This design comes from an exercise in tuning for small area and a short achievable clock period on the open sky130 flow, not from production work. The RTL was checked by simulation tests, not by an equivalence proof against the original design. Power and IR drop assume default switching activity.

==> flow/design.v <==
module FPM(A, B, SUM, clk);
  input [31:0] A, B;
  input clk;
  output [31:0] SUM;
  wire       s0_sgn = A[31] ^ B[31];
  wire [7:0] s0_exp = A[30:23] + B[30:23] + 8'h81;
  wire n1 = A[1] & A[0];
  wire n2 = A[1] ^ A[0];
  wire n3 = A[2] & A[1];
  wire n4 = A[2] ^ A[1];
  wire n5 = A[3] & A[2];
  wire n6 = A[3] ^ A[2];
  wire n7 = A[4] & A[3];
  wire n8 = A[4] ^ A[3];
  wire n9 = A[5] & A[4];
  wire n10 = A[5] ^ A[4];
  wire n11 = A[6] & A[5];
  wire n12 = A[6] ^ A[5];
  wire n13 = A[7] & A[6];
  wire n14 = A[7] ^ A[6];
  wire n15 = A[8] & A[7];
  wire n16 = A[8] ^ A[7];
  wire n17 = A[9] & A[8];
  wire n18 = A[9] ^ A[8];
  wire n19 = A[10] & A[9];
  wire n20 = A[10] ^ A[9];
  wire n21 = A[11] & A[10];
  wire n22 = A[11] ^ A[10];
  wire n23 = A[12] & A[11];
  wire n24 = A[12] ^ A[11];
  wire n25 = A[13] & A[12];
  wire n26 = A[13] ^ A[12];
  wire n27 = A[14] & A[13];
  wire n28 = A[14] ^ A[13];
  wire n29 = A[15] & A[14];
  wire n30 = A[15] ^ A[14];
  wire n31 = A[16] & A[15];
  wire n32 = A[16] ^ A[15];
  wire n33 = A[17] & A[16];
  wire n34 = A[17] ^ A[16];
  wire n35 = A[18] & A[17];
  wire n36 = A[18] ^ A[17];
  wire n37 = A[19] & A[18];
  wire n38 = A[19] ^ A[18];
  wire n39 = A[20] & A[19];
  wire n40 = A[20] ^ A[19];
  wire n41 = A[21] & A[20];
  wire n42 = A[21] ^ A[20];
  wire n43 = A[22] & A[21];
  wire n44 = A[22] ^ A[21];
  wire n45 = 1'b1 & A[22];
  wire n46 = 1'b1 ^ A[22];
  wire n47 = n1 | (n2 & 1'b0);
  wire n48 = n3 | (n4 & n1);
  wire n49 = n4 & n2;
  wire n50 = n5 | (n6 & n3);
  wire n51 = n6 & n4;
  wire n52 = n7 | (n8 & n5);
  wire n53 = n8 & n6;
  wire n54 = n9 | (n10 & n7);
  wire n55 = n10 & n8;
  wire n56 = n11 | (n12 & n9);
  wire n57 = n12 & n10;
  wire n58 = n13 | (n14 & n11);
  wire n59 = n14 & n12;
  wire n60 = n15 | (n16 & n13);
  wire n61 = n16 & n14;
  wire n62 = n17 | (n18 & n15);
  wire n63 = n18 & n16;
  wire n64 = n19 | (n20 & n17);
  wire n65 = n20 & n18;
  wire n66 = n21 | (n22 & n19);
  wire n67 = n22 & n20;
  wire n68 = n23 | (n24 & n21);
  wire n69 = n24 & n22;
  wire n70 = n25 | (n26 & n23);
  wire n71 = n26 & n24;
  wire n72 = n27 | (n28 & n25);
  wire n73 = n28 & n26;
  wire n74 = n29 | (n30 & n27);
  wire n75 = n30 & n28;
  wire n76 = n31 | (n32 & n29);
  wire n77 = n32 & n30;
  wire n78 = n33 | (n34 & n31);
  wire n79 = n34 & n32;
  wire n80 = n35 | (n36 & n33);
  wire n81 = n36 & n34;
  wire n82 = n37 | (n38 & n35);
  wire n83 = n38 & n36;
  wire n84 = n39 | (n40 & n37);
  wire n85 = n40 & n38;
  wire n86 = n41 | (n42 & n39);
  wire n87 = n42 & n40;
  wire n88 = n43 | (n44 & n41);
  wire n89 = n44 & n42;
  wire n90 = n45 | (n46 & n43);
  wire n91 = n46 & n44;
  wire n92 = 1'b0 | (1'b1 & n45);
  wire n93 = 1'b1 & n46;
  wire n94 = 1'b0 | (1'b0 & 1'b0);
  wire n95 = 1'b0 & 1'b1;
  wire n96 = n48 | (n49 & 1'b0);
  wire n97 = n50 | (n51 & n47);
  wire n98 = n52 | (n53 & n48);
  wire n99 = n53 & n49;
  wire n100 = n54 | (n55 & n50);
  wire n101 = n55 & n51;
  wire n102 = n56 | (n57 & n52);
  wire n103 = n57 & n53;
  wire n104 = n58 | (n59 & n54);
  wire n105 = n59 & n55;
  wire n106 = n60 | (n61 & n56);
  wire n107 = n61 & n57;
  wire n108 = n62 | (n63 & n58);
  wire n109 = n63 & n59;
  wire n110 = n64 | (n65 & n60);
  wire n111 = n65 & n61;
  wire n112 = n66 | (n67 & n62);
  wire n113 = n67 & n63;
  wire n114 = n68 | (n69 & n64);
  wire n115 = n69 & n65;
  wire n116 = n70 | (n71 & n66);
  wire n117 = n71 & n67;
  wire n118 = n72 | (n73 & n68);
  wire n119 = n73 & n69;
  wire n120 = n74 | (n75 & n70);
  wire n121 = n75 & n71;
  wire n122 = n76 | (n77 & n72);
  wire n123 = n77 & n73;
  wire n124 = n78 | (n79 & n74);
  wire n125 = n79 & n75;
  wire n126 = n80 | (n81 & n76);
  wire n127 = n81 & n77;
  wire n128 = n82 | (n83 & n78);
  wire n129 = n83 & n79;
  wire n130 = n84 | (n85 & n80);
  wire n131 = n85 & n81;
  wire n132 = n86 | (n87 & n82);
  wire n133 = n87 & n83;
  wire n134 = n88 | (n89 & n84);
  wire n135 = n89 & n85;
  wire n136 = n90 | (n91 & n86);
  wire n137 = n91 & n87;
  wire n138 = n92 | (n93 & n88);
  wire n139 = n93 & n89;
  wire n140 = n94 | (n95 & n90);
  wire n141 = n95 & n91;
  wire n142 = n98 | (n99 & 1'b0);
  wire n143 = n100 | (n101 & n47);
  wire n144 = n102 | (n103 & n96);
  wire n145 = n104 | (n105 & n97);
  wire n146 = n106 | (n107 & n98);
  wire n147 = n107 & n99;
  wire n148 = n108 | (n109 & n100);
  wire n149 = n109 & n101;
  wire n150 = n110 | (n111 & n102);
  wire n151 = n111 & n103;
  wire n152 = n112 | (n113 & n104);
  wire n153 = n113 & n105;
  wire n154 = n114 | (n115 & n106);
  wire n155 = n115 & n107;
  wire n156 = n116 | (n117 & n108);
  wire n157 = n117 & n109;
  wire n158 = n118 | (n119 & n110);
  wire n159 = n119 & n111;
  wire n160 = n120 | (n121 & n112);
  wire n161 = n121 & n113;
  wire n162 = n122 | (n123 & n114);
  wire n163 = n123 & n115;
  wire n164 = n124 | (n125 & n116);
  wire n165 = n125 & n117;
  wire n166 = n126 | (n127 & n118);
  wire n167 = n127 & n119;
  wire n168 = n128 | (n129 & n120);
  wire n169 = n129 & n121;
  wire n170 = n130 | (n131 & n122);
  wire n171 = n131 & n123;
  wire n172 = n132 | (n133 & n124);
  wire n173 = n133 & n125;
  wire n174 = n134 | (n135 & n126);
  wire n175 = n135 & n127;
  wire n176 = n136 | (n137 & n128);
  wire n177 = n137 & n129;
  wire n178 = n138 | (n139 & n130);
  wire n179 = n139 & n131;
  wire n180 = n140 | (n141 & n132);
  wire n181 = n141 & n133;
  wire n182 = n146 | (n147 & 1'b0);
  wire n183 = n148 | (n149 & n47);
  wire n184 = n150 | (n151 & n96);
  wire n185 = n152 | (n153 & n97);
  wire n186 = n154 | (n155 & n142);
  wire n187 = n156 | (n157 & n143);
  wire n188 = n158 | (n159 & n144);
  wire n189 = n160 | (n161 & n145);
  wire n190 = n162 | (n163 & n146);
  wire n191 = n163 & n147;
  wire n192 = n164 | (n165 & n148);
  wire n193 = n165 & n149;
  wire n194 = n166 | (n167 & n150);
  wire n195 = n167 & n151;
  wire n196 = n168 | (n169 & n152);
  wire n197 = n169 & n153;
  wire n198 = n170 | (n171 & n154);
  wire n199 = n171 & n155;
  wire n200 = n172 | (n173 & n156);
  wire n201 = n173 & n157;
  wire n202 = n174 | (n175 & n158);
  wire n203 = n175 & n159;
  wire n204 = n176 | (n177 & n160);
  wire n205 = n177 & n161;
  wire n206 = n178 | (n179 & n162);
  wire n207 = n179 & n163;
  wire n208 = n180 | (n181 & n164);
  wire n209 = n181 & n165;
  wire n210 = n190 | (n191 & 1'b0);
  wire n211 = n192 | (n193 & n47);
  wire n212 = n194 | (n195 & n96);
  wire n213 = n196 | (n197 & n97);
  wire n214 = n198 | (n199 & n142);
  wire n215 = n200 | (n201 & n143);
  wire n216 = n202 | (n203 & n144);
  wire n217 = n204 | (n205 & n145);
  wire n218 = n206 | (n207 & n182);
  wire n219 = n208 | (n209 & n183);
  wire [25:0] s0_t3 = {(1'b0 ^ n218), (1'b1 ^ n217), (n46 ^ n216), (n44 ^ n215), (n42 ^ n214), (n40 ^ n213), (n38 ^ n212), (n36 ^ n211), (n34 ^ n210), (n32 ^ n189), (n30 ^ n188), (n28 ^ n187), (n26 ^ n186), (n24 ^ n185), (n22 ^ n184), (n20 ^ n183), (n18 ^ n182), (n16 ^ n145), (n14 ^ n144), (n12 ^ n143), (n10 ^ n142), (n8 ^ n97), (n6 ^ n96), (n4 ^ n47), (n2 ^ 1'b0), A[0]};
  wire [24:0] q = {1'b1, B[22:0], 1'b0};
  wire [7:0] s0_m1, s0_m2, s0_m3, s0_m4, s0_neg;
  genvar gi, gj;
  generate for (gi = 0; gi < 8; gi = gi + 1) begin : enc
    wire [3:0] g = q[3*gi+3:3*gi];
    assign s0_neg[gi] = g[3] & ~(g[2] & g[1] & g[0]);
    assign s0_m1[gi] = (g == 4'b0001) | (g == 4'b0010) | (g == 4'b1101) | (g == 4'b1110);
    assign s0_m2[gi] = (g == 4'b0011) | (g == 4'b0100) | (g == 4'b1011) | (g == 4'b1100);
    assign s0_m3[gi] = (g == 4'b0101) | (g == 4'b0110) | (g == 4'b1001) | (g == 4'b1010);
    assign s0_m4[gi] = (g == 4'b0111) | (g == 4'b1000);
  end endgenerate
  reg [22:0] r1_a;
  reg [25:1] r1_t3;
  reg [7:0]  r1_m1, r1_m2, r1_m3, r1_m4, r1_neg;
  reg        r1_sgn;
  reg [7:0]  r1_exp;
  always @(posedge clk) begin
    r1_a <= A[22:0]; r1_t3 <= s0_t3[25:1];
    r1_m1 <= s0_m1; r1_m2 <= s0_m2; r1_m3 <= s0_m3; r1_m4 <= s0_m4; r1_neg <= s0_neg;
    r1_sgn <= s0_sgn; r1_exp <= s0_exp;
  end
  wire [27:0] m1x = {3'b001, r1_a[22:0], 2'b00};      
  wire [25:0] m3x = {r1_t3, r1_a[0]};                   
  wire [25:0] pp [0:7];
  generate for (gi = 0; gi < 8; gi = gi + 1) begin : rw
    for (gj = 0; gj < 26; gj = gj + 1) begin : cl
      assign pp[gi][gj] = ((r1_m1[gi] & m1x[gj+2]) | (r1_m2[gi] & m1x[gj+1]) |
                           (r1_m3[gi] & m3x[gj]) | (r1_m4[gi] & m1x[gj])) ^ r1_neg[gi];
    end
  end endgenerate
  wire n220 = ~r1_neg[0];
  wire n221 = ~r1_neg[1];
  wire n222 = ~r1_neg[2];
  wire n223 = ~r1_neg[3];
  wire n224 = ~r1_neg[4];
  wire n225 = ~r1_neg[5];
  wire n226 = ~r1_neg[6];
  wire n227 = ~r1_neg[7];
  wire n228 = ~r1_neg[0];
  wire n229 = ~r1_neg[0];
  wire n230 = ~r1_neg[0];
  wire n231, n232;
  fpm_fa un231 (r1_neg[1], pp[0][3], pp[1][0], n231, n232);
  wire n233, n234;
  fpm_fa un233 (r1_neg[2], pp[0][6], pp[1][3], n233, n234);
  wire n235, n236;
  fpm_fa un235 (pp[0][7], pp[1][4], pp[2][1], n235, n236);
  wire n237, n238;
  fpm_fa un237 (pp[0][8], pp[1][5], pp[2][2], n237, n238);
  wire n239, n240;
  fpm_fa un239 (r1_neg[3], pp[0][9], pp[1][6], n239, n240);
  wire n241, n242;
  fpm_fa un241 (pp[0][10], pp[1][7], pp[2][4], n241, n242);
  wire n243, n244;
  fpm_fa un243 (pp[0][11], pp[1][8], pp[2][5], n243, n244);
  wire n245, n246;
  fpm_fa un245 (r1_neg[4], pp[0][12], pp[1][9], n245, n246);
  wire n247, n248;
  fpm_fa un247 (pp[2][6], pp[3][3], pp[4][0], n247, n248);
  wire n249, n250;
  fpm_fa un249 (pp[0][13], pp[1][10], pp[2][7], n249, n250);
  wire n251, n252;
  fpm_fa un251 (pp[0][14], pp[1][11], pp[2][8], n251, n252);
  wire n253, n254;
  fpm_fa un253 (r1_neg[5], pp[0][15], pp[1][12], n253, n254);
  wire n255, n256;
  fpm_fa un255 (pp[2][9], pp[3][6], pp[4][3], n255, n256);
  wire n257, n258;
  fpm_fa un257 (pp[0][16], pp[1][13], pp[2][10], n257, n258);
  wire n259, n260;
  fpm_fa un259 (pp[3][7], pp[4][4], pp[5][1], n259, n260);
  wire n261, n262;
  fpm_fa un261 (pp[0][17], pp[1][14], pp[2][11], n261, n262);
  wire n263, n264;
  fpm_fa un263 (pp[3][8], pp[4][5], pp[5][2], n263, n264);
  wire n265, n266;
  fpm_fa un265 (r1_neg[6], pp[0][18], pp[1][15], n265, n266);
  wire n267, n268;
  fpm_fa un267 (pp[2][12], pp[3][9], pp[4][6], n267, n268);
  wire n269, n270;
  fpm_fa un269 (pp[0][19], pp[1][16], pp[2][13], n269, n270);
  wire n271, n272;
  fpm_fa un271 (pp[3][10], pp[4][7], pp[5][4], n271, n272);
  wire n273, n274;
  fpm_fa un273 (pp[0][20], pp[1][17], pp[2][14], n273, n274);
  wire n275, n276;
  fpm_fa un275 (pp[3][11], pp[4][8], pp[5][5], n275, n276);
  wire n277, n278;
  fpm_fa un277 (r1_neg[7], pp[0][21], pp[1][18], n277, n278);
  wire n279, n280;
  fpm_fa un279 (pp[2][15], pp[3][12], pp[4][9], n279, n280);
  wire n281, n282;
  fpm_fa un281 (pp[5][6], pp[6][3], pp[7][0], n281, n282);
  wire n283, n284;
  fpm_fa un283 (pp[0][22], pp[1][19], pp[2][16], n283, n284);
  wire n285, n286;
  fpm_fa un285 (pp[3][13], pp[4][10], pp[5][7], n285, n286);
  wire n287, n288;
  fpm_ha hn287 (pp[6][4], pp[7][1], n287, n288);
  wire n289, n290;
  fpm_fa un289 (pp[0][23], pp[1][20], pp[2][17], n289, n290);
  wire n291, n292;
  fpm_fa un291 (pp[3][14], pp[4][11], pp[5][8], n291, n292);
  wire n293, n294;
  fpm_ha hn293 (pp[6][5], pp[7][2], n293, n294);
  wire n295, n296;
  fpm_fa un295 (r1_a[0], pp[0][24], pp[1][21], n295, n296);
  wire n297, n298;
  fpm_fa un297 (pp[2][18], pp[3][15], pp[4][12], n297, n298);
  wire n299, n300;
  fpm_fa un299 (pp[5][9], pp[6][6], pp[7][3], n299, n300);
  wire n301, n302;
  fpm_fa un301 (r1_a[1], pp[0][25], pp[1][22], n301, n302);
  wire n303, n304;
  fpm_fa un303 (pp[2][19], pp[3][16], pp[4][13], n303, n304);
  wire n305, n306;
  fpm_fa un305 (pp[5][10], pp[6][7], pp[7][4], n305, n306);
  wire n307, n308;
  fpm_fa un307 (r1_a[2], r1_neg[0], pp[1][23], n307, n308);
  wire n309, n310;
  fpm_fa un309 (pp[2][20], pp[3][17], pp[4][14], n309, n310);
  wire n311, n312;
  fpm_fa un311 (pp[5][11], pp[6][8], pp[7][5], n311, n312);
  wire n313, n314;
  fpm_fa un313 (r1_a[3], r1_neg[0], pp[1][24], n313, n314);
  wire n315, n316;
  fpm_fa un315 (pp[2][21], pp[3][18], pp[4][15], n315, n316);
  wire n317, n318;
  fpm_fa un317 (pp[5][12], pp[6][9], pp[7][6], n317, n318);
  wire n319, n320;
  fpm_fa un319 (r1_a[4], r1_neg[0], pp[1][25], n319, n320);
  wire n321, n322;
  fpm_fa un321 (pp[2][22], pp[3][19], pp[4][16], n321, n322);
  wire n323, n324;
  fpm_fa un323 (pp[5][13], pp[6][10], pp[7][7], n323, n324);
  wire n325, n326;
  fpm_fa un325 (r1_a[5], n221, n230, n325, n326);
  wire n327, n328;
  fpm_fa un327 (pp[2][23], pp[3][20], pp[4][17], n327, n328);
  wire n329, n330;
  fpm_fa un329 (pp[5][14], pp[6][11], pp[7][8], n329, n330);
  wire n331, n332;
  fpm_fa un331 (r1_a[6], 1'b1, pp[2][24], n331, n332);
  wire n333, n334;
  fpm_fa un333 (pp[3][21], pp[4][18], pp[5][15], n333, n334);
  wire n335, n336;
  fpm_ha hn335 (pp[6][12], pp[7][9], n335, n336);
  wire n337, n338;
  fpm_fa un337 (r1_a[7], 1'b1, pp[2][25], n337, n338);
  wire n339, n340;
  fpm_fa un339 (pp[3][22], pp[4][19], pp[5][16], n339, n340);
  wire n341, n342;
  fpm_ha hn341 (pp[6][13], pp[7][10], n341, n342);
  wire n343, n344;
  fpm_fa un343 (r1_a[8], n222, pp[3][23], n343, n344);
  wire n345, n346;
  fpm_fa un345 (pp[4][20], pp[5][17], pp[6][14], n345, n346);
  wire n347, n348;
  fpm_fa un347 (r1_a[9], 1'b1, pp[3][24], n347, n348);
  wire n349, n350;
  fpm_fa un349 (pp[4][21], pp[5][18], pp[6][15], n349, n350);
  wire n351, n352;
  fpm_fa un351 (r1_a[10], 1'b1, pp[3][25], n351, n352);
  wire n353, n354;
  fpm_fa un353 (pp[4][22], pp[5][19], pp[6][16], n353, n354);
  wire n355, n356;
  fpm_fa un355 (r1_a[11], n223, pp[4][23], n355, n356);
  wire n357, n358;
  fpm_fa un357 (pp[5][20], pp[6][17], pp[7][14], n357, n358);
  wire n359, n360;
  fpm_fa un359 (r1_a[12], 1'b1, pp[4][24], n359, n360);
  wire n361, n362;
  fpm_fa un361 (pp[5][21], pp[6][18], pp[7][15], n361, n362);
  wire n363, n364;
  fpm_fa un363 (r1_a[13], 1'b1, pp[4][25], n363, n364);
  wire n365, n366;
  fpm_fa un365 (pp[5][22], pp[6][19], pp[7][16], n365, n366);
  wire n367, n368;
  fpm_fa un367 (r1_a[14], n224, pp[5][23], n367, n368);
  wire n369, n370;
  fpm_fa un369 (r1_a[15], 1'b1, pp[5][24], n369, n370);
  wire n371, n372;
  fpm_fa un371 (r1_a[16], 1'b1, pp[5][25], n371, n372);
  wire n373, n374;
  fpm_fa un373 (r1_a[17], n225, pp[6][23], n373, n374);
  wire n375, n376;
  fpm_fa un375 (r1_a[18], 1'b1, pp[6][24], n375, n376);
  wire n377, n378;
  fpm_fa un377 (r1_a[19], 1'b1, pp[6][25], n377, n378);
  wire n379, n380;
  fpm_fa un379 (r1_a[20], n226, pp[7][23], n379, n380);
  wire n381, n382;
  fpm_fa un381 (r1_a[21], 1'b1, pp[7][24], n381, n382);
  wire n383, n384;
  fpm_fa un383 (r1_a[22], 1'b1, pp[7][25], n383, n384);
  wire n385, n386;
  fpm_ha hn385 (pp[3][4], pp[4][1], n385, n386);
  wire n387, n388;
  fpm_ha hn387 (pp[3][5], pp[4][2], n387, n388);
  wire n389, n390;
  fpm_ha hn389 (pp[5][3], pp[6][0], n389, n390);
  wire n391, n392;
  fpm_ha hn391 (pp[6][20], pp[7][17], n391, n392);
  wire n393, n394;
  fpm_ha hn393 (pp[6][21], pp[7][18], n393, n394);
  wire n395, n396;
  fpm_ha hn395 (pp[6][22], pp[7][19], n395, n396);
  wire n397 = r1_neg[0] & pp[0][0];
  wire n398 = r1_neg[0] | pp[0][0];
  wire n399 = 1'b0 | (pp[0][1] & n397);
  reg [186:0] r2_m;
  reg        r2_sgn;
  reg [7:0]  r2_exp;
  always @(posedge clk) begin
    r2_m <= {n384, r1_neg[7], n383, n382, n381, n380, n379, n378, n377, n376, pp[7][22], n375, n374, pp[7][21], n373, n372, n396, pp[7][20], n371, n370, n395, n394, n369, n368, n393, n392, n367, n366, n364, n391, n365, n363, n362, n360, n361, n359, n358, n356, n357, n355, n354, n352, n353, n351, n350, n348, pp[7][13], n349, n347, n346, n344, pp[7][12], n345, n343, n340, n338, n342, pp[7][11], n339, n337, n334, n332, n341, n336, n333, n331, n330, n328, n335, n326, n329, n327, n324, n322, n320, n325, n323, n321, n319, n318, n316, n314, n317, n315, n313, n312, n310, n308, n311, n309, n307, n306, n304, n302, n305, n303, n301, n300, n298, n296, n299, n297, n295, n292, n290, n294, n291, n289, n286, n284, n293, n288, n285, n283, n282, n280, n278, n287, n281, n279, n277, n276, n274, n275, n273, n272, n270, pp[6][2], n271, n269, n268, n266, n390, pp[6][1], n267, n265, n264, n262, n389, n263, n261, n260, n258, n259, n257, n256, n254, n255, n253, n252, n388, pp[5][0], n251, n250, n387, n386, n249, n248, n246, n385, n247, n245, n244, n243, n242, pp[3][2], n241, n240, pp[3][1], n239, n238, pp[3][0], pp[2][3], n237, n236, n235, n234, n233, pp[2][0], pp[1][2], pp[0][5], n232, pp[1][1], pp[0][4], n231, n399, pp[0][2]};
    r2_sgn <= r1_sgn; r2_exp <= r1_exp;
  end
  wire n401, n402;
  fpm_fa un401 (r2_m[3], r2_m[4], r2_m[5], n401, n402);
  wire n403, n404;
  fpm_fa un403 (r2_m[14], r2_m[15], r2_m[16], n403, n404);
  wire n405, n406;
  fpm_fa un405 (r2_m[18], r2_m[19], r2_m[20], n405, n406);
  wire n407, n408;
  fpm_fa un407 (r2_m[21], r2_m[22], r2_m[23], n407, n408);
  wire n409, n410;
  fpm_fa un409 (r2_m[24], r2_m[25], r2_m[26], n409, n410);
  wire n411, n412;
  fpm_fa un411 (r2_m[27], r2_m[28], r2_m[29], n411, n412);
  wire n413, n414;
  fpm_fa un413 (r2_m[31], r2_m[32], r2_m[33], n413, n414);
  wire n415, n416;
  fpm_fa un415 (r2_m[35], r2_m[36], r2_m[37], n415, n416);
  wire n417, n418;
  fpm_fa un417 (r2_m[40], r2_m[41], r2_m[42], n417, n418);
  wire n419, n420;
  fpm_fa un419 (r2_m[44], r2_m[45], r2_m[46], n419, n420);
  wire n421, n422;
  fpm_fa un421 (r2_m[48], r2_m[49], r2_m[50], n421, n422);
  wire n423, n424;
  fpm_fa un423 (r2_m[53], r2_m[54], r2_m[55], n423, n424);
  wire n425, n426;
  fpm_fa un425 (r2_m[56], r2_m[57], r2_m[58], n425, n426);
  wire n427, n428;
  fpm_fa un427 (r2_m[59], r2_m[60], r2_m[61], n427, n428);
  wire n429, n430;
  fpm_ha hn429 (r2_m[62], r2_m[63], n429, n430);
  wire n431, n432;
  fpm_fa un431 (r2_m[64], r2_m[65], r2_m[66], n431, n432);
  wire n433, n434;
  fpm_ha hn433 (r2_m[67], r2_m[68], n433, n434);
  wire n435, n436;
  fpm_fa un435 (r2_m[69], r2_m[70], r2_m[71], n435, n436);
  wire n437, n438;
  fpm_fa un437 (r2_m[72], r2_m[73], r2_m[74], n437, n438);
  wire n439, n440;
  fpm_fa un439 (r2_m[75], r2_m[76], r2_m[77], n439, n440);
  wire n441, n442;
  fpm_fa un441 (r2_m[78], r2_m[79], r2_m[80], n441, n442);
  wire n443, n444;
  fpm_fa un443 (r2_m[81], r2_m[82], r2_m[83], n443, n444);
  wire n445, n446;
  fpm_fa un445 (r2_m[84], r2_m[85], r2_m[86], n445, n446);
  wire n447, n448;
  fpm_fa un447 (r2_m[87], r2_m[88], r2_m[89], n447, n448);
  wire n449, n450;
  fpm_fa un449 (r2_m[90], r2_m[91], r2_m[92], n449, n450);
  wire n451, n452;
  fpm_fa un451 (r2_m[93], r2_m[94], r2_m[95], n451, n452);
  wire n453, n454;
  fpm_fa un453 (r2_m[96], r2_m[97], r2_m[98], n453, n454);
  wire n455, n456;
  fpm_fa un455 (r2_m[99], r2_m[100], r2_m[101], n455, n456);
  wire n457, n458;
  fpm_fa un457 (r2_m[102], r2_m[103], r2_m[104], n457, n458);
  wire n459, n460;
  fpm_fa un459 (r2_m[105], r2_m[106], r2_m[107], n459, n460);
  wire n461, n462;
  fpm_fa un461 (r2_m[108], r2_m[109], r2_m[110], n461, n462);
  wire n463, n464;
  fpm_fa un463 (r2_m[111], r2_m[112], r2_m[113], n463, n464);
  wire n465, n466;
  fpm_fa un465 (r2_m[114], r2_m[115], r2_m[116], n465, n466);
  wire n467, n468;
  fpm_fa un467 (r2_m[117], r2_m[118], r2_m[119], n467, n468);
  wire n469, n470;
  fpm_fa un469 (r2_m[120], r2_m[121], r2_m[122], n469, n470);
  wire n471, n472;
  fpm_fa un471 (r2_m[123], r2_m[124], r2_m[125], n471, n472);
  wire n473, n474;
  fpm_fa un473 (r2_m[126], r2_m[127], r2_m[128], n473, n474);
  wire n475, n476;
  fpm_fa un475 (r2_m[129], r2_m[130], r2_m[131], n475, n476);
  wire n477, n478;
  fpm_fa un477 (r2_m[132], r2_m[133], r2_m[134], n477, n478);
  wire n479, n480;
  fpm_fa un479 (r2_m[135], r2_m[136], r2_m[137], n479, n480);
  wire n481, n482;
  fpm_ha hn481 (r2_m[138], r2_m[139], n481, n482);
  wire n483, n484;
  fpm_fa un483 (r2_m[140], r2_m[141], r2_m[142], n483, n484);
  wire n485, n486;
  fpm_ha hn485 (r2_m[143], r2_m[144], n485, n486);
  wire n487, n488;
  fpm_fa un487 (r2_m[145], r2_m[146], r2_m[147], n487, n488);
  wire n489, n490;
  fpm_fa un489 (r2_m[149], r2_m[150], r2_m[151], n489, n490);
  wire n491, n492;
  fpm_fa un491 (r2_m[153], r2_m[154], r2_m[155], n491, n492);
  wire n493, n494;
  fpm_fa un493 (r2_m[157], r2_m[158], r2_m[159], n493, n494);
  wire n495, n496;
  fpm_fa un495 (r2_m[161], r2_m[162], r2_m[163], n495, n496);
  wire n497, n498;
  fpm_fa un497 (r2_m[165], r2_m[166], r2_m[167], n497, n498);
  wire n499, n500;
  fpm_fa un499 (r2_m[169], r2_m[170], r2_m[171], n499, n500);
  wire n501, n502;
  fpm_fa un501 (r2_m[173], r2_m[174], r2_m[175], n501, n502);
  wire n503, n504;
  fpm_fa un503 (r2_m[176], r2_m[177], r2_m[178], n503, n504);
  wire n505, n506;
  fpm_fa un505 (r2_m[6], r2_m[7], n402, n505, n506);
  wire n507, n508;
  fpm_fa un507 (r2_m[30], n410, n411, n507, n508);
  wire n509, n510;
  fpm_fa un509 (r2_m[34], n412, n413, n509, n510);
  wire n511, n512;
  fpm_fa un511 (r2_m[38], r2_m[39], n414, n511, n512);
  wire n513, n514;
  fpm_fa un513 (r2_m[43], n416, n417, n513, n514);
  wire n515, n516;
  fpm_fa un515 (r2_m[47], n418, n419, n515, n516);
  wire n517, n518;
  fpm_fa un517 (r2_m[51], r2_m[52], n420, n517, n518);
  wire n519, n520;
  fpm_fa un519 (n422, n423, n425, n519, n520);
  wire n521, n522;
  fpm_fa un521 (n429, n424, n426, n521, n522);
  wire n523, n524;
  fpm_fa un523 (n430, n433, n428, n523, n524);
  wire n525, n526;
  fpm_fa un525 (n434, n432, n435, n525, n526);
  wire n527, n528;
  fpm_fa un527 (n436, n438, n439, n527, n528);
  wire n529, n530;
  fpm_fa un529 (n440, n442, n443, n529, n530);
  wire n531, n532;
  fpm_fa un531 (n444, n446, n447, n531, n532);
  wire n533, n534;
  fpm_fa un533 (n448, n450, n451, n533, n534);
  wire n535, n536;
  fpm_fa un535 (n452, n454, n455, n535, n536);
  wire n537, n538;
  fpm_fa un537 (n456, n458, n459, n537, n538);
  wire n539, n540;
  fpm_fa un539 (n460, n462, n463, n539, n540);
  wire n541, n542;
  fpm_fa un541 (n464, n466, n467, n541, n542);
  wire n543, n544;
  fpm_fa un543 (n468, n470, n471, n543, n544);
  wire n545, n546;
  fpm_fa un545 (n472, n474, n475, n545, n546);
  wire n547, n548;
  fpm_fa un547 (n481, n476, n478, n547, n548);
  wire n549, n550;
  fpm_fa un549 (n482, n485, n480, n549, n550);
  wire n551, n552;
  fpm_fa un551 (r2_m[148], n486, n484, n551, n552);
  wire n553, n554;
  fpm_fa un553 (r2_m[152], n488, n489, n553, n554);
  wire n555, n556;
  fpm_fa un555 (r2_m[156], n490, n491, n555, n556);
  wire n557, n558;
  fpm_fa un557 (r2_m[160], n492, n493, n557, n558);
  wire n559, n560;
  fpm_fa un559 (r2_m[164], n494, n495, n559, n560);
  wire n561, n562;
  fpm_fa un561 (r2_m[168], n496, n497, n561, n562);
  wire n563, n564;
  fpm_fa un563 (r2_m[172], n498, n499, n563, n564);
  wire n565, n566;
  fpm_fa un565 (r2_m[179], r2_m[180], n504, n565, n566);
  wire n567, n568;
  fpm_fa un567 (r2_m[8], r2_m[9], n506, n567, n568);
  wire n569, n570;
  fpm_ha hn569 (r2_m[10], r2_m[11], n569, n570);
  wire n571, n572;
  fpm_ha hn571 (r2_m[12], r2_m[13], n571, n572);
  wire n573, n574;
  fpm_ha hn573 (r2_m[17], n403, n573, n574);
  wire n575, n576;
  fpm_ha hn575 (n404, n405, n575, n576);
  wire n577, n578;
  fpm_ha hn577 (n406, n407, n577, n578);
  wire n579, n580;
  fpm_ha hn579 (n408, n409, n579, n580);
  wire n581, n582;
  fpm_fa un581 (n415, n511, n510, n581, n582);
  wire n583, n584;
  fpm_ha hn583 (n512, n513, n583, n584);
  wire n585, n586;
  fpm_ha hn585 (n514, n515, n585, n586);
  wire n587, n588;
  fpm_fa un587 (n421, n517, n516, n587, n588);
  wire n589, n590;
  fpm_ha hn589 (n518, n519, n589, n590);
  wire n591, n592;
  fpm_fa un591 (n427, n521, n520, n591, n592);
  wire n593, n594;
  fpm_fa un593 (n431, n522, n523, n593, n594);
  wire n595, n596;
  fpm_fa un595 (n437, n524, n525, n595, n596);
  wire n597, n598;
  fpm_fa un597 (n441, n526, n527, n597, n598);
  wire n599, n600;
  fpm_fa un599 (n445, n528, n529, n599, n600);
  wire n601, n602;
  fpm_fa un601 (n449, n530, n531, n601, n602);
  wire n603, n604;
  fpm_fa un603 (n453, n532, n533, n603, n604);
  wire n605, n606;
  fpm_fa un605 (n457, n534, n535, n605, n606);
  wire n607, n608;
  fpm_fa un607 (n461, n536, n537, n607, n608);
  wire n609, n610;
  fpm_fa un609 (n465, n538, n539, n609, n610);
  wire n611, n612;
  fpm_fa un611 (n469, n540, n541, n611, n612);
  wire n613, n614;
  fpm_fa un613 (n473, n542, n543, n613, n614);
  wire n615, n616;
  fpm_fa un615 (n477, n544, n545, n615, n616);
  wire n617, n618;
  fpm_fa un617 (n479, n547, n546, n617, n618);
  wire n619, n620;
  fpm_fa un619 (n483, n548, n549, n619, n620);
  wire n621, n622;
  fpm_fa un621 (n487, n550, n551, n621, n622);
  wire n623, n624;
  fpm_ha hn623 (n552, n553, n623, n624);
  wire n625, n626;
  fpm_ha hn625 (n554, n555, n625, n626);
  wire n627, n628;
  fpm_ha hn627 (n556, n557, n627, n628);
  wire n629, n630;
  fpm_ha hn629 (n558, n559, n629, n630);
  wire n631, n632;
  fpm_ha hn631 (n560, n561, n631, n632);
  wire n633, n634;
  fpm_ha hn633 (n562, n563, n633, n634);
  wire n635, n636;
  fpm_fa un635 (n500, n501, n564, n635, n636);
  wire n637, n638;
  fpm_ha hn637 (n502, n503, n637, n638);
  wire n639, n640;
  fpm_fa un639 (r2_m[181], r2_m[182], n566, n639, n640);
  wire n641, n642;
  fpm_ha hn641 (r2_m[183], r2_m[184], n641, n642);
  wire n643, n644;
  fpm_ha hn643 (r2_m[185], r2_m[186], n643, n644);
  wire n645 = r2_m[0] & r2_m[1];
  wire n646 = r2_m[0] | r2_m[1];
  wire n647 = 1'b0 | (r2_m[2] & n645);
  wire n649 = 1'b0 | (n401 & n647);
  reg [82:0] r3_m;
  reg        r3_sgn;
  reg [7:0]  r3_exp;
  always @(posedge clk) begin
    r3_m <= {n643, n642, n640, n641, n639, n565, n638, n636, n637, n635, n634, n633, n632, n631, n630, n629, n628, n627, n626, n625, n624, n622, n623, n621, n620, n619, n618, n616, n617, n615, n614, n613, n612, n611, n610, n609, n608, n607, n606, n605, n604, n603, n602, n601, n600, n599, n598, n597, n596, n595, n594, n593, n592, n591, n590, n588, n589, n587, n586, n585, n584, n582, n583, n581, n509, n508, n507, n580, n579, n578, n577, n576, n575, n574, n573, n572, n571, n570, n568, n569, n567, n649, n505};
    r3_sgn <= r2_sgn; r3_exp <= r2_exp;
  end
  wire [47:0] n651 = {r3_m[81], r3_m[79], r3_m[78], r3_m[76], r3_m[74], r3_m[72], r3_m[70], r3_m[68], r3_m[66], r3_m[64], r3_m[62], r3_m[60], r3_m[58], r3_m[56], r3_m[54], r3_m[52], r3_m[50], r3_m[48], r3_m[46], r3_m[44], r3_m[42], r3_m[40], r3_m[38], r3_m[36], r3_m[34], r3_m[32], r3_m[30], r3_m[28], r3_m[26], r3_m[24], r3_m[22], r3_m[20], r3_m[19], r3_m[17], r3_m[15], r3_m[13], r3_m[11], r3_m[9], r3_m[7], r3_m[5], r3_m[3], r3_m[2], r3_m[0], 1'b0, 1'b0, 1'b0, 1'b0, 1'b0};
  wire [47:0] n652 = {r3_m[82], r3_m[80], 1'b0, r3_m[77], r3_m[75], r3_m[73], r3_m[71], r3_m[69], r3_m[67], r3_m[65], r3_m[63], r3_m[61], r3_m[59], r3_m[57], r3_m[55], r3_m[53], r3_m[51], r3_m[49], r3_m[47], r3_m[45], r3_m[43], r3_m[41], r3_m[39], r3_m[37], r3_m[35], r3_m[33], r3_m[31], r3_m[29], r3_m[27], r3_m[25], r3_m[23], r3_m[21], 1'b0, r3_m[18], r3_m[16], r3_m[14], r3_m[12], r3_m[10], r3_m[8], r3_m[6], r3_m[4], 1'b0, r3_m[1], 1'b0, 1'b0, 1'b0, 1'b0, 1'b0};
  wire n654, n653;
  fpm_ha hn654 (r3_m[0], r3_m[1], n654, n653);
  wire n655;
  fpm_ao an655 (1'b0, r3_m[2], n653, n655);
  wire n657, n656;
  fpm_ha hn657 (r3_m[3], r3_m[4], n657, n656);
  wire n659, n658;
  fpm_ha hn659 (r3_m[5], r3_m[6], n659, n658);
  wire n661, n660;
  fpm_ha hn661 (r3_m[7], r3_m[8], n661, n660);
  wire n663, n662;
  fpm_ha hn663 (r3_m[9], r3_m[10], n663, n662);
  wire n665, n664;
  fpm_ha hn665 (r3_m[11], r3_m[12], n665, n664);
  wire n667, n666;
  fpm_ha hn667 (r3_m[13], r3_m[14], n667, n666);
  wire n669, n668;
  fpm_ha hn669 (r3_m[15], r3_m[16], n669, n668);
  wire n671, n670;
  fpm_ha hn671 (r3_m[17], r3_m[18], n671, n670);
  wire n672;
  fpm_ao an672 (n658, n659, n656, n672);
  wire n673;
  fpm_ao an673 (n662, n663, n660, n673);
  wire n674 = n663 & n661;
  wire n675;
  fpm_ao an675 (n666, n667, n664, n675);
  wire n676 = n667 & n665;
  wire n677;
  fpm_ao an677 (n670, n671, n668, n677);
  wire n678 = n671 & n669;
  wire n679;
  fpm_ao an679 (n660, n661, n672, n679);
  wire n680;
  fpm_ao an680 (n673, n674, n672, n680);
  wire n681;
  fpm_ao an681 (n668, n669, n675, n681);
  wire n682 = n669 & n676;
  wire n683;
  fpm_ao an683 (n677, n678, n675, n683);
  wire n684 = n678 & n676;
  wire n685;
  fpm_ao an685 (n664, n665, n680, n685);
  wire n686;
  fpm_ao an686 (n675, n676, n680, n686);
  wire n687;
  fpm_ao an687 (n681, n682, n680, n687);
  wire n688;
  fpm_ao an688 (n683, n684, n680, n688);
  wire n690, n689;
  fpm_ha hn690 (r3_m[20], r3_m[21], n690, n689);
  wire n692, n691;
  fpm_ha hn692 (r3_m[22], r3_m[23], n692, n691);
  wire n694, n693;
  fpm_ha hn694 (r3_m[24], r3_m[25], n694, n693);
  wire n696, n695;
  fpm_ha hn696 (r3_m[26], r3_m[27], n696, n695);
  wire n698, n697;
  fpm_ha hn698 (r3_m[28], r3_m[29], n698, n697);
  wire n700, n699;
  fpm_ha hn700 (r3_m[30], r3_m[31], n700, n699);
  wire n702, n701;
  fpm_ha hn702 (r3_m[32], r3_m[33], n702, n701);
  wire n703;
  fpm_ao an703 (n689, n690, 1'b0, n703);
  wire n704;
  fpm_ao an704 (n693, n694, n691, n704);
  wire n705 = n694 & n692;
  wire n706;
  fpm_ao an706 (n697, n698, n695, n706);
  wire n707 = n698 & n696;
  wire n708;
  fpm_ao an708 (n701, n702, n699, n708);
  wire n709 = n702 & n700;
  wire n710;
  fpm_ao an710 (n691, n692, n703, n710);
  wire n711;
  fpm_ao an711 (n704, n705, n703, n711);
  wire n712;
  fpm_ao an712 (n699, n700, n706, n712);
  wire n713 = n700 & n707;
  wire n714;
  fpm_ao an714 (n708, n709, n706, n714);
  wire n715 = n709 & n707;
  wire n716;
  fpm_ao an716 (n695, n696, n711, n716);
  wire n717;
  fpm_ao an717 (n706, n707, n711, n717);
  wire n718;
  fpm_ao an718 (n712, n713, n711, n718);
  wire n719;
  fpm_ao an719 (n714, n715, n711, n719);
  wire n721, n720;
  fpm_ha hn721 (r3_m[34], r3_m[35], n721, n720);
  wire n723, n722;
  fpm_ha hn723 (r3_m[36], r3_m[37], n723, n722);
  wire n725, n724;
  fpm_ha hn725 (r3_m[38], r3_m[39], n725, n724);
  wire n727, n726;
  fpm_ha hn727 (r3_m[40], r3_m[41], n727, n726);
  wire n729, n728;
  fpm_ha hn729 (r3_m[42], r3_m[43], n729, n728);
  wire n731, n730;
  fpm_ha hn731 (r3_m[44], r3_m[45], n731, n730);
  wire n732;
  fpm_ao an732 (n722, n723, n720, n732);
  wire n733;
  fpm_ao an733 (n726, n727, n724, n733);
  wire n734 = n727 & n725;
  wire n735;
  fpm_ao an735 (n730, n731, n728, n735);
  wire n736 = n731 & n729;
  wire n737;
  fpm_ao an737 (n724, n725, n732, n737);
  wire n738;
  fpm_ao an738 (n733, n734, n732, n738);
  wire n739;
  fpm_ao an739 (n728, n729, n738, n739);
  wire n740;
  fpm_ao an740 (n735, n736, n738, n740);
  wire n742, n741;
  fpm_ha hn742 (r3_m[46], r3_m[47], n742, n741);
  wire n744, n743;
  fpm_ha hn744 (r3_m[48], r3_m[49], n744, n743);
  wire n746, n745;
  fpm_ha hn746 (r3_m[50], r3_m[51], n746, n745);
  wire n748, n747;
  fpm_ha hn748 (r3_m[52], r3_m[53], n748, n747);
  wire n750, n749;
  fpm_ha hn750 (r3_m[54], r3_m[55], n750, n749);
  wire n752, n751;
  fpm_ha hn752 (r3_m[56], r3_m[57], n752, n751);
  wire n753;
  fpm_ao an753 (n743, n744, n741, n753);
  wire n754;
  fpm_ao an754 (n747, n748, n745, n754);
  wire n755 = n748 & n746;
  wire n756;
  fpm_ao an756 (n751, n752, n749, n756);
  wire n757 = n752 & n750;
  wire n758;
  fpm_ao an758 (n745, n746, n753, n758);
  wire n759;
  fpm_ao an759 (n754, n755, n753, n759);
  wire n760;
  fpm_ao an760 (n749, n750, n759, n760);
  wire n761;
  fpm_ao an761 (n756, n757, n759, n761);
  wire n763, n762;
  fpm_ha hn763 (r3_m[58], r3_m[59], n763, n762);
  wire n765, n764;
  fpm_ha hn765 (r3_m[60], r3_m[61], n765, n764);
  wire n767, n766;
  fpm_ha hn767 (r3_m[62], r3_m[63], n767, n766);
  wire n769, n768;
  fpm_ha hn769 (r3_m[64], r3_m[65], n769, n768);
  wire n771, n770;
  fpm_ha hn771 (r3_m[66], r3_m[67], n771, n770);
  wire n773, n772;
  fpm_ha hn773 (r3_m[68], r3_m[69], n773, n772);
  wire n774;
  fpm_ao an774 (n764, n765, n762, n774);
  wire n775;
  fpm_ao an775 (n768, n769, n766, n775);
  wire n776 = n769 & n767;
  wire n777;
  fpm_ao an777 (n772, n773, n770, n777);
  wire n778 = n773 & n771;
  wire n779;
  fpm_ao an779 (n766, n767, n774, n779);
  wire n780;
  fpm_ao an780 (n775, n776, n774, n780);
  wire n781;
  fpm_ao an781 (n770, n771, n780, n781);
  wire n782;
  fpm_ao an782 (n777, n778, n780, n782);
  wire n784, n783;
  fpm_ha hn784 (r3_m[70], r3_m[71], n784, n783);
  wire n786, n785;
  fpm_ha hn786 (r3_m[72], r3_m[73], n786, n785);
  wire n788, n787;
  fpm_ha hn788 (r3_m[74], r3_m[75], n788, n787);
  wire n790, n789;
  fpm_ha hn790 (r3_m[76], r3_m[77], n790, n789);
  wire n792, n791;
  fpm_ha hn792 (r3_m[79], r3_m[80], n792, n791);
  wire n794, n793;
  fpm_ha hn794 (r3_m[81], r3_m[82], n794, n793);
  wire n795;
  fpm_ao an795 (n785, n786, n783, n795);
  wire n796;
  fpm_ao an796 (n789, n790, n787, n796);
  wire n797 = n790 & n788;
  wire n798;
  fpm_ao an798 (n791, n792, 1'b0, n798);
  wire n799 = n792 & r3_m[78];
  wire n800;
  fpm_ao an800 (n787, n788, n795, n800);
  wire n801;
  fpm_ao an801 (n796, n797, n795, n801);
  wire n802;
  fpm_ao an802 (n793, n794, n798, n802);
  wire n803 = n794 & n799;
  wire n804;
  fpm_ao an804 (1'b0, r3_m[78], n801, n804);
  wire n805;
  fpm_ao an805 (n798, n799, n801, n805);
  wire n806;
  fpm_ao an806 (n802, n803, n801, n806);
  reg r4_lg0;
  reg r4_lg1;
  reg r4_lp1;
  reg r4_lg2;
  reg r4_lp2;
  reg [5:0] r4_us0;
  reg r4_ug0;
  reg r4_up0;
  reg [5:0] r4_us1;
  reg r4_ug1;
  reg r4_up1;
  reg [5:0] r4_us2;
  reg r4_ug2;
  reg r4_up2;
  reg [6:0] r4_us3;
  reg r4_ug3;
  reg r4_up3;
  reg        r4_sgn;
  reg [7:0]  r4_exp;
  always @(posedge clk) begin
    r4_lg0 <= n655;
    r4_lg1 <= n688;
    r4_lp1 <= &{n657, n659, n661, n663, n665, n667, n669, n671};
    r4_lg2 <= n719;
    r4_lp2 <= &{r3_m[19], n690, n692, n694, n696, n698, n700, n702};
    r4_us0 <= {(n731 ^ n739), (n729 ^ n738), (n727 ^ n737), (n725 ^ n732), (n723 ^ n720), n721};
    r4_ug0 <= n740;
    r4_up0 <= &{n721, n723, n725, n727, n729, n731};
    r4_us1 <= {(n752 ^ n760), (n750 ^ n759), (n748 ^ n758), (n746 ^ n753), (n744 ^ n741), n742};
    r4_ug1 <= n761;
    r4_up1 <= &{n742, n744, n746, n748, n750, n752};
    r4_us2 <= {(n773 ^ n781), (n771 ^ n780), (n769 ^ n779), (n767 ^ n774), (n765 ^ n762), n763};
    r4_ug2 <= n782;
    r4_up2 <= &{n763, n765, n767, n769, n771, n773};
    r4_us3 <= {(n794 ^ n805), (n792 ^ n804), (r3_m[78] ^ n801), (n790 ^ n800), (n788 ^ n795), (n786 ^ n783), n784};
    r4_ug3 <= n806;
    r4_up3 <= &{n784, n786, n788, n790, r3_m[78], n792, n794};
    r4_sgn <= r3_sgn; r4_exp <= r3_exp;
  end
  wire n807 = r4_lg1 | (r4_lp1 & r4_lg0);
  wire n808 = r4_lg2 | (r4_lp2 & n807);
  wire [5:0] n809;
  assign n809[0] = 1'b1;
  assign n809[1] = &r4_us0[0:0];
  assign n809[2] = &r4_us0[1:0];
  assign n809[3] = &r4_us0[2:0];
  assign n809[4] = &r4_us0[3:0];
  assign n809[5] = &r4_us0[4:0];
  wire [5:0] n810 = r4_us0 ^ ({6{n808}} & n809);
  wire n811 = r4_ug0 | (r4_up0 & n808);
  wire [5:0] n812;
  assign n812[0] = 1'b1;
  assign n812[1] = &r4_us1[0:0];
  assign n812[2] = &r4_us1[1:0];
  assign n812[3] = &r4_us1[2:0];
  assign n812[4] = &r4_us1[3:0];
  assign n812[5] = &r4_us1[4:0];
  wire [5:0] n813 = r4_us1 ^ ({6{n811}} & n812);
  wire n814 = r4_ug1 | (r4_up1 & n811);
  wire [5:0] n815;
  assign n815[0] = 1'b1;
  assign n815[1] = &r4_us2[0:0];
  assign n815[2] = &r4_us2[1:0];
  assign n815[3] = &r4_us2[2:0];
  assign n815[4] = &r4_us2[3:0];
  assign n815[5] = &r4_us2[4:0];
  wire [5:0] n816 = r4_us2 ^ ({6{n814}} & n815);
  wire n817 = r4_ug2 | (r4_up2 & n814);
  wire [6:0] n818;
  assign n818[0] = 1'b1;
  assign n818[1] = &r4_us3[0:0];
  assign n818[2] = &r4_us3[1:0];
  assign n818[3] = &r4_us3[2:0];
  assign n818[4] = &r4_us3[3:0];
  assign n818[5] = &r4_us3[4:0];
  assign n818[6] = &r4_us3[5:0];
  wire [6:0] n819 = r4_us3 ^ ({7{n817}} & n818);
  wire n820 = r4_ug3 | (r4_up3 & n817);
  wire [24:0] n821 = {n819, n816, n813, n810};
  reg [24:0] r5_p;
  reg        r5_sgn;
  reg [7:0]  r5_exp;
  always @(posedge clk) begin
    r5_p <= n821;
    r5_sgn <= r4_sgn; r5_exp <= r4_exp;
  end
  wire [31:0] n822 = {r5_sgn, r5_exp + {7'd0, r5_p[24]}, r5_p[24] ? r5_p[23:1] : r5_p[22:0]};
  reg [31:0] r6_o;
  always @(posedge clk) r6_o <= n822;
  reg [31:0] r7_o;
  always @(posedge clk) r7_o <= r6_o;
  reg [31:0] r8_o;
  always @(posedge clk) r8_o <= r7_o;
  reg [31:0] r9_o;
  always @(posedge clk) r9_o <= r8_o;
  reg [31:0] r10_o;
  always @(posedge clk) r10_o <= r9_o;
  assign SUM = r10_o;
endmodule
module fpm_fa(a, b, c, s, co);
  input a, b, c;
  output s, co;
  assign s = a ^ b ^ c;
  assign co = (a & b) | (a & c) | (b & c);
endmodule
module fpm_x3(a, b, c, s);
  input a, b, c;
  output s;
  assign s = a ^ b ^ c;
endmodule
module fpm_mj(a, b, c, co);
  input a, b, c;
  output co;
  assign co = (a & b) | (a & c) | (b & c);
endmodule
module fpm_ao(g, p, c, y);
  input g, p, c;
  output y;
  assign y = g | (p & c);
endmodule
module fpm_ha(a, b, s, co);
  input a, b;
  output s, co;
  assign s = a ^ b;
  assign co = a & b;
endmodule
==> flow/flow/run.sh <==
#!/bin/bash
# Layout: the standard ORFS flow (standard.sh, unchanged synthesis and
# steps), except that the buffers global placement puts on the input and
# output ports are plain buffers (buf_2, resized later as timing needs)
# instead of the delay cell buffer_ports picks by default.
set -euo pipefail
cd "$(dirname "$0")/.."
export BUFFER_PORTS_ARGS="-buffer_cell sky130_fd_sc_hd__buf_2"
bash standard.sh > standard_flow.log 2>&1
==> flow/standard.sh <==
#!/bin/bash
# synth_recipe.tcl (not shown) runs the flow's synth.tcl, then flattens the netlist and writes it again
# the make line also repeats each setting of config.mk as NAME=value (left out here)
make -C /OpenROAD-flow-scripts/flow DESIGN_CONFIG=/design/flow/config.mk WORK_HOME=/design/flow/orfs CLKGATE_MAP_FILE= SYNTH_SCRIPT=/design/flow/synth_recipe.tcl "${@:-finish}"
==> flow/config.mk <==
export PLATFORM = sky130hd
export DESIGN_NAME = FPM
export DESIGN_NICKNAME = FPM
export VERILOG_FILES = /design/flow/design.v
export SDC_FILE = /design/flow/constraint.sdc
export NUM_CORES = 4
export LEC_CHECK = 0
export CAP_MARGIN = 20
export CORE_MARGIN = 2
export CORE_UTILIZATION = 55
export CTS_CLUSTER_DIAMETER = 90
export CTS_CLUSTER_SIZE = 28
export SETUP_SLACK_MARGIN = 0.95
export SLEW_MARGIN = 20
export SYNTH_HIERARCHICAL = 1
export SYNTH_MINIMUM_KEEP_SIZE = 0
==> flow/constraint.sdc <==
create_clock -name core_clock -period 3.0 [get_ports {clk}]
set_input_delay 0.6000 -clock core_clock [delete_from_list [all_inputs] [get_ports {clk}]]
set_output_delay 0.6000 -clock core_clock [all_outputs]
set_load 0.01 [all_outputs]
==> summary.txt, run 1 <==
result of the run=timing/DRC/antenna clean; full die area=49300 sq um; total congestion overflow=0; Max rail drop VDD=0.586 mV; Critical path buffers and inverters=1; switch share=0.331; Top FF cell, synth=sky130_fd_sc_hd__dfxtp_1; areal power density over the cells=955 nW/um^2; Leak Pwr=0.0115 uW; worst slack on hold paths=0.117 ns; Max Cap Viol=0; total standard cell area after synthesis=26100 sq um; root cell of the clock tree=sky130_fd_sc_hd__clkbuf_16; Max stage delay on crit path=0.69 ns; number of synthesized flops with an enable pin=0; drt total wl=60.8 mm; average wire per cell in the routed design=21.9 microns; y dimension of the die=222 microns; violation count after the first detailed-routing iteration=1283; CP cell instances=buf_4 -> a221oi_1 -> xnor2_1 -> fa_1; critical path's top delay family=flip-flops; fraction of synthesized cell area taken by the top area cell type=0.478; placeable core area=46800 sq um; required time worst endpoint=3.48 ns; Max Clk Rate=0.496 GHz; total clock sinks=624; critical path type=flip-flop to flip-flop; highest-delay cell along the critical path=sky130_fd_sc_hd__dfxtp_1; TritonCTS clock tree=done; portion of total power attributed to combinational logic=0.343; endpoints failing setup=0; leading cell types in the layout, fill and taps excluded=604 x sky130_fd_sc_hd__dfxtp_1, 254 x sky130_fd_sc_hd__xnor2_1, 172 x sky130_fd_sc_hd__fa_1, 168 x sky130_fd_sc_hd__a22o_1, 168 x sky130_fd_sc_hd__a221oi_1; Setup crit end kind=flip-flop; sequential cell area fraction in the yosys report=0.478; worst max-slew margin expressed relative to the limit=0.447; clock latency (worst-skew pair)=0.62 ns; top fanout value on the critical path=13; number of cells produced by synthesis=2124; number of antenna violations at the first check in global routing=8; number of nets at the end of the flow=2510; post-route setup TNS=0 ns; final-report hold violation count=0; final clock skew=0.0388 ns; number of remaining DRC errors=0; Slew Viols, Final=0; number of H-tree branching levels=1; maximum clock insertion buffer count=3; worst min-delay path category=input pin to flip-flop; HPWL after DPL=42.0 mm; fraction of power consumed by the clock network=0.163; number of buffers created by CTS=29; DR pass1 iterations=8; synthesis-to-finish area growth=8.82%; category of the worst setup path launch point=flip-flop; post-CTS clock slew at the launch and capture registers of the worst setup and hold paths=0.10 ns; power spent charging and discharging nets=8990 uW; minimum clock period=2.02 ns; setup repair after global routing missed its margin=true; final period utilization=0.672; GRT Overall Usage=0.247; num ports=97; fraction of layout instances using a drive strength above 1=0.133; last weighted congestion value of the routability-driven placer=0.889; effective utilization at floorplan=0.559; Worst-Margin Slew=0.828 ns; relative contribution of sequential cells to total power=0.493; routed via count divided by cell count=5.95; pin count of the biggest net entering global routing=29; internal power=18200 uW; via count of the first global-routing pass=16900; total number of yosys warnings=7; flop and latch count out of synthesis=624; critical path arrival=2.50 ns; cell accounting for the most synthesized area=sky130_fd_sc_hd__dfxtp_1; Detail Route Antenna Nets=0; async set-reset flop share out of synthesis=0; floorplan row count=79; most common cell after layout, fill and taps aside=sky130_fd_sc_hd__dfxtp_1; via count=16500; count of unique library cells instantiated by Yosys=58; wire length of the first global-routing pass=95.9 mm; Mean Syn Cell Area=12.3 sq um; ranking of synthesized cells by area=sky130_fd_sc_hd__dfxtp_1 48%, sky130_fd_sc_hd__fa_1 13%, sky130_fd_sc_hd__xnor2_1 8.5%, sky130_fd_sc_hd__a221oi_1 5.9%, sky130_fd_sc_hd__a22o_1 5.6%; Die Wd=222 microns; count of port buffers added during placement=96
routing by layer:
layer	up-vias	global-route usage	wire, microns
li1	7576	-	-
met1	8066	0.347	27000
met2	722	0.381	26600
met3	141	0.0535	5210
met4	10	0.0769	1860
met5	-	0	57
Yosys stat by module (local to each module, per instance):
module  copies in the design  flops+latches  cells  area, sq um
FPM                        1            624   1836        21500
fpm_ha                    72              0      1         12.5
fpm_ao                    43              0      1         7.51
fpm_fa                   173              0      1         20.0
layout make-up:
cell class,count,area [sq um]
antenna,1,2.50
clock buffer,31,733
clock inverter,10,138
fill,3826,18300
inverter,27,101
multi-input combinational,1308,13200
sequential,624,12500
tap,607,759
timing repair buffer,166,1020
sequential cells by signal (all words and copies together), names as in the netlist, 23 cells and up:
register  cells
r2_m        187
r3_m         83
r10_o        32
r6_o         32
r7_o         32
r8_o         32
r9_o         32
r1_t3        25
r5_p         25
r1_a         23
timing repair:
action,4_1_cts,5_1_grt
setup endpoints to repair,33,50
hold buffers,0,0
pin swaps,0,2
resized for setup,10,21
setup buffers,0,0
stage by stage:
stage                      util  power (uW)  setup slack (ns)  std cells  area (sq um)
final                     0.609       27200             0.983       2774         28500
after detailed placement  0.588       23000             0.493       2732         27500
after CTS                 0.607       27500             0.948       2773         28400
after global routing      0.609       29400             0.937       2774         28500
after global placement    0.588       22700             0.495       2732         27500
after floorplan               -       19600             0.902       2138         26400
synthesized netlist by cell type, drive strengths merged, types with 3 or more instances:
cell	n
a2111oi	4
a211oi	3
a21o	52
a21oi	36
a221oi	176
a222oi	7
a22o	168
a22oi	8
and2	22
and3	12
and4	7
buf	22
clkbuf	157
dfxtp	624
fa	175
ha	114
inv	27
mux2	23
nand2	34
nand2b	6
nand3	25
nand3b	6
nand4	7
nor2	26
nor2b	14
nor3	9
o211ai	6
o21ai	34
xnor2	254
xor2	39
power groups by stage:
stage	sequential [uW]	combinational, uW	clock, uW
floorplan	13000	6650	0
global placement	13500	9140	0
detailed placement	13600	9400	0
CTS	13400	9500	4610
global route	13700	10800	4890
finish	13400	9320	4440
logic make-up (layout without fill, tap and decap cells):
kind of cell | count (synthesis) | in the layout | share of synthesized area
flops | 624 | 624 | 0.478
compound gates | 513 | 513 | 0.160
xor+xnor | 293 | 293 | 0.0981
fa+ha+maj | 289 | 289 | 0.189
buf+inv | 206 | 234 | 0.0298
simple gates | 174 | 174 | 0.0356
mux | 23 | 23 | 0.00991
other cells | 2 | 17 | 0.000287
worst paths after layout:
check                                       start                 to  slack (ns)  depth (start not counted)
worst max-delay path             r1_m1[2]$_DFF_P_   r2_m[46]$_DFF_P_        0.98                          4
worst min register to register  r2_exp[0]$_DFF_P_  r3_exp[0]$_DFF_P_        0.33                          0
worst min-delay path                         A[5]    r1_a[5]$_DFF_P_        0.12                          1
worst max register to register   r1_m1[2]$_DFF_P_   r2_m[46]$_DFF_P_        0.98                          4
==> run 2: changes to the inputs <==
--- a/flow/config.mk
+++ b/flow/config.mk
@@ -8,8 +8,8 @@
 export CAP_MARGIN = 20
 export CORE_MARGIN = 2
 export CORE_UTILIZATION = 55
-export CTS_CLUSTER_DIAMETER = 90
-export CTS_CLUSTER_SIZE = 28
+export CTS_CLUSTER_DIAMETER = 100
+export CTS_CLUSTER_SIZE = 32
 export SETUP_SLACK_MARGIN = 0.95
 export SLEW_MARGIN = 20
 export SYNTH_HIERARCHICAL = 1
==> run 2 against run 1 <==
Still clean; sequential power barely moved; design area fell by 0.42%; clock power fell by 5.4%; count of clock-buffer cells in the layout fell by 6; critical path type unchanged.
==> summary.txt, run 2 <==
result of the run=timing/DRC/antenna clean; number of H-tree branching levels=1 (unchanged); drt total wl=60.7 mm (-0.13%); post-route insts no fill=2765 (-0.32%); final-report hold violation count=0 (unchanged); TritonCTS clock tree=done; num ports=97 (unchanged); count of unique library cells instantiated by Yosys=58 (unchanged); wire length of the first global-routing pass=95.5 mm (-0.44%); ranking of synthesized cells by area=sky130_fd_sc_hd__dfxtp_1 48%, sky130_fd_sc_hd__fa_1 13%, sky130_fd_sc_hd__xnor2_1 8.5%, sky130_fd_sc_hd__a221oi_1 5.9%, sky130_fd_sc_hd__a22o_1 5.6%; fraction of layout instances using a drive strength above 1=0.128 (-0.00455); Max Cap Viol=0 (unchanged); GRT Overall Usage=0.246 (-0.000926); Top reg by flops=r2_m; number of synthesized flops with an enable pin=0 (unchanged); setup slack of the worst register-to-register path=0.97 ns (about the same); root cell of the clock tree=sky130_fd_sc_hd__clkbuf_16; y dimension of the die=222 microns (unchanged); full die area=49300 sq um (unchanged); critical path type=flip-flop to flip-flop; required time worst endpoint=3.48 ns (about the same); Detail Route Antenna Nets=0 (unchanged); endpoints failing setup=0 (unchanged); hold path startpoint=A[5]; Max rail drop VDD=0.606 mV (+3.5%); via count=16500 (-0.073%); portion of total power attributed to combinational logic=0.346 (+0.003); internal power=18000 uW (-0.99%); HPWL after DPL=42.0 mm (unchanged); top fanout value on the critical path=15 (+2); Leak Pwr=0.0115 uW (-0.41%); cell accounting for the most synthesized area=sky130_fd_sc_hd__dfxtp_1; post-detailed-placement cell area=27500 sq um (unchanged); DR pass1 iterations=6 (-2); async set-reset flop share out of synthesis=0 (unchanged); most common cell after layout, fill and taps aside=sky130_fd_sc_hd__dfxtp_1; summed area of non-filler cells in the final layout=28300 sq um (-0.42%); Top FF cell, synth=sky130_fd_sc_hd__dfxtp_1; pin count of the biggest net entering global routing=33 (+14%); relative contribution of sequential cells to total power=0.498 (+0.005); number of antenna violations at the first check in global routing=9 (+1); minimum clock period=2.03 ns (+0.00862 ns); switch share=0.331 (about the same); cell count of the worst reg-to-reg path=5 (+1); Post-CTS Hold Fix Bufs=0 (unchanged); number of buffers created by CTS=25 (-14%); largest registers=r2_m: 187 flops, r3_m: 83 flops; synthesis-to-finish area growth=8.36%; flop and latch count out of synthesis=624 (unchanged); total number of yosys warnings=7 (unchanged); critical path arrival=2.51 ns (about the same); number of fill cells in the layout=3847 (+0.55%); post-route setup TNS=0 ns (unchanged); fraction of power consumed by the clock network=0.156 (-0.007); worst min-delay path category=input pin to flip-flop; number of cells produced by synthesis=2124 (unchanged); Max Clk Rate=0.494 GHz (-0.43%); post-CTS clock slew at the launch and capture registers of the worst setup and hold paths=0.11 ns (about the same); effective utilization at floorplan=0.559 (unchanged); Slew Viols, Final=0 (unchanged); Setup crit end kind=flip-flop; final clock skew=0.0203 ns (-0.0184 ns); floorplan row count=79 (unchanged); category of the worst setup path launch point=flip-flop; violation count after the first detailed-routing iteration=1332 (+3.8%); maximum clock insertion buffer count=3 (unchanged); Synth top cells by count=624 x sky130_fd_sc_hd__dfxtp_1, 254 x sky130_fd_sc_hd__xnor2_1, 176 x sky130_fd_sc_hd__a221oi_1; total clock sinks=624 (unchanged); placeable core area=46800 sq um (unchanged); flip-flop count of the largest register after layout=187 (unchanged); startpoint of the most critical register-to-register path=r1_m3[0]$_DFF_P_; sequential standard cell area=12500 sq um (about the same); leading cell types in the layout, fill and taps excluded=607 x sky130_fd_sc_hd__dfxtp_1, 254 x sky130_fd_sc_hd__xnor2_1, 173 x sky130_fd_sc_hd__fa_1, 168 x sky130_fd_sc_hd__a22o_1, 168 x sky130_fd_sc_hd__a221oi_1; placed cell count=2732 (unchanged); via count of the first global-routing pass=16800 (-0.33%); routed via count divided by cell count=5.97 (+0.25%); final period utilization=0.675 (+0.00287); number of remaining DRC errors=0 (unchanged); count of port buffers added during placement=96 (unchanged); sequential cell area fraction in the yosys report=0.478 (unchanged); fraction of synthesized cell area taken by the top area cell type=0.478 (unchanged); last weighted congestion value of the routability-driven placer=0.889 (unchanged); total standard cell area after synthesis=26100 sq um (unchanged); setup repair after global routing missed its margin=true; worst max-slew margin expressed relative to the limit=0.428 (-0.0187); Worst-Margin Slew=0.856 ns (+0.0280 ns); total congestion overflow=0 (unchanged); number of cells on the worst hold path=1 (unchanged); Mean Syn Cell Area=12.3 sq um (unchanged); areal power density over the cells=950 nW/um^2 (-0.55%); total area of multi-input combinational cells=13200 sq um (about the same); clock latency (worst-skew pair)=0.59 ns (-0.03 ns); number of nets at the end of the flow=2506 (-0.16%); Die Wd=222 microns (unchanged); worst reg2reg path endpoint=r2_m[38]$_DFF_P_; Endpoint, Worst Hold=r1_a[5]$_DFF_P_; dominant cell by count in the synthesized netlist=sky130_fd_sc_hd__dfxtp_1; power spent charging and discharging nets=8900 uW (-0.92%); average wire per cell in the routed design=22.0 microns (+0.20%)
## run 2: cell counts after synthesis
No cell type changed its count.
## run 2: critical path, cell delays in order, from the launching register on
cell,delay [ns]
sky130_fd_sc_hd__dfxtp_1,0.44
sky130_fd_sc_hd__buf_4,0.25
sky130_fd_sc_hd__a22o_1,0.21
sky130_fd_sc_hd__a221oi_1,0.30
sky130_fd_sc_hd__xnor2_1,0.24
sky130_fd_sc_hd__fa_1,0.47
## run 2: per-layer routing
layer / up-vias / wire length (microns) / global-route usage
met3: 128 / 5650 / 0.0550
met4: 10 / 1490 / 0.0739
li1: 7553 / - / -
met5: - / 61 / 0
met1: 8026 / 26800 / 0.347
met2: 786 / 26700 / 0.379
## run 2: Yosys stat by module (local to each module, per instance)
module	area, sq um	flops+latches	times used
FPM	21500	624	1
fpm_fa	20.0	0	173
fpm_ha	12.5	0	72
fpm_ao	7.51	0	43
## run 2: metrics by stage
stage	worst slack [ns]	hold slack, ns	util	power [uW]
after floorplan	0.902	0.310	-	19600
after global placement	0.495	0.310	0.588	22700
after detailed placement	0.493	0.312	0.588	23000
after CTS	0.951	0.102	0.605	27300
after global routing	0.934	0.111	0.606	29100
final	0.974	0.135	0.606	26900
## run 2: worst max-delay path by stage
stage	start	endpoint
4_1_cts	r1_t3[20]$_DFF_P_	r2_m[62]$_DFF_P_
3_5_place_dp	A[1]	r1_t3[19]$_DFF_P_
6_report	r1_m3[0]$_DFF_P_	r2_m[38]$_DFF_P_
2_1_floorplan	A[0]	r1_t3[19]$_DFF_P_
5_1_grt	r1_m3[0]$_DFF_P_	r2_m[38]$_DFF_P_
3_3_place_gp	A[1]	r1_t3[19]$_DFF_P_
## run 2: logic make-up after synthesis
logic type | synth area share
compound gates | 0.160
xor+xnor | 0.0981
fa+ha+maj | 0.189
buf+inv | 0.0298
flops | 0.478
mux | 0.00991
other cells | 0.000287
simple gates | 0.0356
## run 2: timing repair
action	CTS	global route
endpoints found under the setup margin	28	45
buffers inserted	0	0
resized for setup	6	20
pin swaps	0	2
## run 2: final cells by class
class | instances | share of cell area
Inverter | 27 | 0.00358
Timing Repair Buffer | 166 | 0.0359
Clock inverter | 7 | 0.00477
Tap cell | 607 | 0.0268
Multi-Input combinational cell | 1308 | 0.465
Antenna cell | 1 | 0.0000883
Clock buffer | 25 | 0.0221
Sequential cell | 624 | 0.442
## run 2: power groups by stage
stage          sequential [uW]  combinational (uW)  clock [uW]
4_1_cts                  13400                9470        4360
2_1_floorplan            13000                6650           0
6_report                 13400                9310        4200
3_3_place_gp             13500                9140           0
3_5_place_dp             13600                9400           0
5_1_grt                  13700               10700        4640

-- port drivers added, routing unchanged --
No port has a modelled driver above. Below, the same layouts with a new extraction and two added sets of constraints.
Step 1, drivers: a clkbuf_16 drives clk and a buf_2 each remaining input, both assumed.
Step 2 times the ports against the registers' clock, not the clock port: input delays grow and output delays shrink by t, the midpoint of the rising clock arrivals with the driver on.
Three values: ideal ports, drivers, drivers and shift; two values: the first two.
run | t, ns | setup WS [ns] | slew at the worst register clock pin (ns)
run 1 | 0.661 | 0.983 / 0.983 / 0.486 | 0.11 / 0.11
run 2 | 0.642 | 0.974 / 0.974 / 0.494 | 0.12 / 0.12
After both steps setup and hold are still met in every run listed. The setup slack of run 1, which loses most, moves by 0.000 ns with the drivers and by -0.497 ns with both steps.
